This is an optimization exercise on Yosys and OpenROAD, whose aim is small area, not a production implementation. Function was checked by simulation only, so behaviour that the tests miss may differ from the original. Power and IR drop assume default switching activity.

## build 19
## gpio_axil
module gpio_axil #
(
    parameter NUM_GPIO = 32,  
    parameter AXIL_ADDR_WIDTH = 16,
    parameter AXIL_ADDR_BASE = 0,
    parameter RB_NEXT_PTR = 0
)
(
    input  wire                         clk,
    input  wire                         rst,
    input  wire [AXIL_ADDR_WIDTH-1:0]   s_axil_awaddr,
    input  wire [2:0]                   s_axil_awprot,
    input  wire                         s_axil_awvalid,
    output wire                         s_axil_awready,
    input  wire [31:0]                  s_axil_wdata,
    input  wire [3:0]                   s_axil_wstrb,
    input  wire                         s_axil_wvalid,
    output wire                         s_axil_wready,
    output wire [1:0]                   s_axil_bresp,
    output wire                         s_axil_bvalid,
    input  wire                         s_axil_bready,
    input  wire [AXIL_ADDR_WIDTH-1:0]   s_axil_araddr,
    input  wire [2:0]                   s_axil_arprot,
    input  wire                         s_axil_arvalid,
    output wire                         s_axil_arready,
    output wire [31:0]                  s_axil_rdata,
    output wire [1:0]                   s_axil_rresp,
    output wire                         s_axil_rvalid,
    input  wire                         s_axil_rready,
    output wire                         irq,
    input  wire [NUM_GPIO-1:0]          gpio_i,
    output wire [NUM_GPIO-1:0]          gpio_t,
    output wire [NUM_GPIO-1:0]          gpio_o
);
For scale: roughly 1000 cells after synthesis.
export LEC_CHECK = 0
export CAP_MARGIN = 20
export CORE_MARGIN = 2
export CORE_UTILIZATION = 57
export SLEW_MARGIN = 20
export SYNTH_HIERARCHICAL = 1
create_clock -name core_clock -period 5.0 [get_ports {clk}]
standard.sh (not shown) runs the stock make flow with config.mk's settings and CLKGATE_MAP_FILE= SYNTH_SCRIPT=/design/flow/synth_recipe.tcl, a recipe that flattens the netlist after the stock synthesis.
==> flow/flow/run.sh <==
#!/bin/bash
# Standard layout, except: combinational cells start at their smallest drive
# strength, the ports get the smallest buffer, and the clock tree uses
# larger leaf clusters.
set -o pipefail
here=$(cd "$(dirname "$0")" && pwd)
bash standard.sh \
  "PRE_FLOORPLAN_TCL=$here/downsize.tcl" \
  "BUFFER_PORTS_ARGS=-buffer_cell sky130_fd_sc_hd__buf_1" \
  "CTS_ARGS=-sink_clustering_enable -repair_clock_nets -dont_use_dummy_load -buf_list sky130_fd_sc_hd__clkbuf_8 -sink_clustering_size 20 -sink_clustering_max_diameter 60" \
  finish > standard.log 2>&1
==> flow/flow/downsize.tcl <==
# Before floorplanning: put every combinational cell at the smallest drive
# strength of its function. The repairs later in the flow size up whatever
# timing, slew or capacitance needs.
set ds_dont_use $::env(DONT_USE_CELLS)
set ds_count 0
foreach inst [get_cells *] {
  set master [get_property $inst ref_name]
  if {![regexp {^(sky130_fd_sc_hd__[a-z0-9]+)_([0-9]+)$} $master -> base drive]} { continue }
  if {[regexp {__(df|edf|sdf|dl|conb|tap|fill|decap|clk)} $base]} { continue }
  set best $master
  set best_area [get_property [lindex [get_lib_cells */$master] 0] area]
  foreach cand [get_lib_cells */${base}_*] {
    set cname [get_name $cand]
    if {![regexp "^${base}_\[0-9\]+\$" $cname]} { continue }
    if {[lsearch -exact $ds_dont_use $cname] >= 0} { continue }
    set a [get_property $cand area]
    if {$a < $best_area - 1e-6} { set best $cname; set best_area $a }
  }
  if {$best ne $master} {
    replace_cell $inst [lindex [get_lib_cells */$best] 0]
    incr ds_count
  }
}
puts "downsize: $ds_count cells set to their smallest drive strength"
Edits applied to the flow inputs when going from build 19 to build 59:
Settings: CORE_UTILIZATION: 57 -> 50.
--- a/flow/flow/run.sh
+++ b/flow/flow/run.sh
@@ -9,3 +9,3 @@
   "BUFFER_PORTS_ARGS=-buffer_cell sky130_fd_sc_hd__buf_1" \
-  "CTS_ARGS=-sink_clustering_enable -repair_clock_nets -dont_use_dummy_load -buf_list sky130_fd_sc_hd__clkbuf_8 -sink_clustering_size 20 -sink_clustering_max_diameter 60" \
+  "CTS_ARGS=-sink_clustering_enable -repair_clock_nets -dont_use_dummy_load -buf_list sky130_fd_sc_hd__clkbuf_8 -sink_clustering_size 18 -sink_clustering_max_diameter 60" \
   finish > standard.log 2>&1
### Flow results
In build 59, ratio of final minimum period to clock period is higher than in build 19. Build 59 ends up with a sequential share of layout area that is 0.46 points lower than in build 19. Relative to build 19, the arrival time of data at the critical path endpoint of build 59 is higher by 30 ps. Compared with build 19, in build 59 number of well-tap cells placed rose 41, detailed route wirelength on metal2 now larger.
Changes in build 94 relative to build 59:
Settings: CORE_UTILIZATION changed from 50 to 57.
--- a/flow/flow/run.sh
+++ b/flow/flow/run.sh
@@ -9,3 +9,3 @@
   "BUFFER_PORTS_ARGS=-buffer_cell sky130_fd_sc_hd__buf_1" \
-  "CTS_ARGS=-sink_clustering_enable -repair_clock_nets -dont_use_dummy_load -buf_list sky130_fd_sc_hd__clkbuf_8 -sink_clustering_size 18 -sink_clustering_max_diameter 60" \
+  "CTS_ARGS=-sink_clustering_enable -repair_clock_nets -dont_use_dummy_load -buf_list sky130_fd_sc_hd__clkbuf_8 -sink_clustering_size 24 -sink_clustering_max_diameter 45" \
   finish > standard.log 2>&1
- Build 59 -> build 94: number of non-clock buffers in the layout decreased slightly
- Re final antenna diode count: build 94 is 1 up on build 59.
- Diff build 59 -> build 94: total internal power climbed about 3%, final-report setup violation count held steady, share of total power consumed by net switching decreased by 0.35 points relative to the old numbers, placed standard-cell area decreased 0.50%, total power draw picked up an extra 0.092 mW.
- On combinational fraction of design power, build 94 and build 59 are neck and neck.
- Build 94: no failed stages, no open violations at the end
- Looking only at maximum single-stage delay on the critical path, and setting everything else aside, the higher value of build 94 and build 59 goes to build 94.
- Data arrival time at the worst-slack endpoint is higher on build 94
- Comparing build 94 and build 59, core utilization is lower on build 59.
### build 94 -> build 63
Settings: CORE_UTILIZATION changed from 57 to 62.
--- a/flow/flow/run.sh
+++ b/flow/flow/run.sh
@@ -9,3 +9,3 @@
   "BUFFER_PORTS_ARGS=-buffer_cell sky130_fd_sc_hd__buf_1" \
-  "CTS_ARGS=-sink_clustering_enable -repair_clock_nets -dont_use_dummy_load -buf_list sky130_fd_sc_hd__clkbuf_8 -sink_clustering_size 24 -sink_clustering_max_diameter 45" \
+  "CTS_ARGS=-sink_clustering_enable -repair_clock_nets -dont_use_dummy_load -buf_list sky130_fd_sc_hd__clkbuf_8 -sink_clustering_size 16 -sink_clustering_max_diameter 60" \
   finish > standard.log 2>&1
Findings:
- Compared with build 94, in build 63 share of the clock period used by the worst path after layout decreased 0.40 points, number of cells in the finished layout apart from fillers decreased 19.
- Build 94 and build 63 ended up with nearly the same hold slack.
- Build 63 vs build 94, number of antenna diodes went down by 3.
- Diff build 63..build 94 | worst hold path depth | unchanged
- Detailed-placement wirelength estimate, build 63 vs build 94: down slightly
- Sort build 94 and build 63 by wire length, descending, and build 94 comes first.
- Cell area was lower in build 63 than in build 94.

[afterwards: timing with drivers on the ports]
No port has a modelled driver above. Below, the same layouts with a new extraction and two added sets of constraints. Step 1, drivers: a clkbuf_16 drives clk and a buf_2 each remaining input, both assumed. Step 2 adds t to the input delays and takes it off the output delays; t is the mean of the earliest and latest rising clock arrival at the registers after step 1. Input paths then give back, and output paths get back, about the clock's delay inside the block. Slacks: no drivers / after step 1 / after step 2; pairs: no drivers / after step 1.
run	t (ns)	slack for setup (ns)	worst setup path at the end	worst slew at a driven data input, ns
build 19	0.574	1.569 / 1.526 / 1.038	input to register	0.08
build 59	0.585	1.544 / 1.500 / 1.040	input to register	0.08
build 94	0.617	1.514 / 1.468 / 1.081	input to register	0.08
build 63	0.571	1.534 / 1.494 / 1.064	input to register	0.08
After both steps setup and hold are still met in every run listed. For build 19, which loses most, drivers alone change the setup slack by -0.043 ns; drivers and shift together by -0.531 ns.
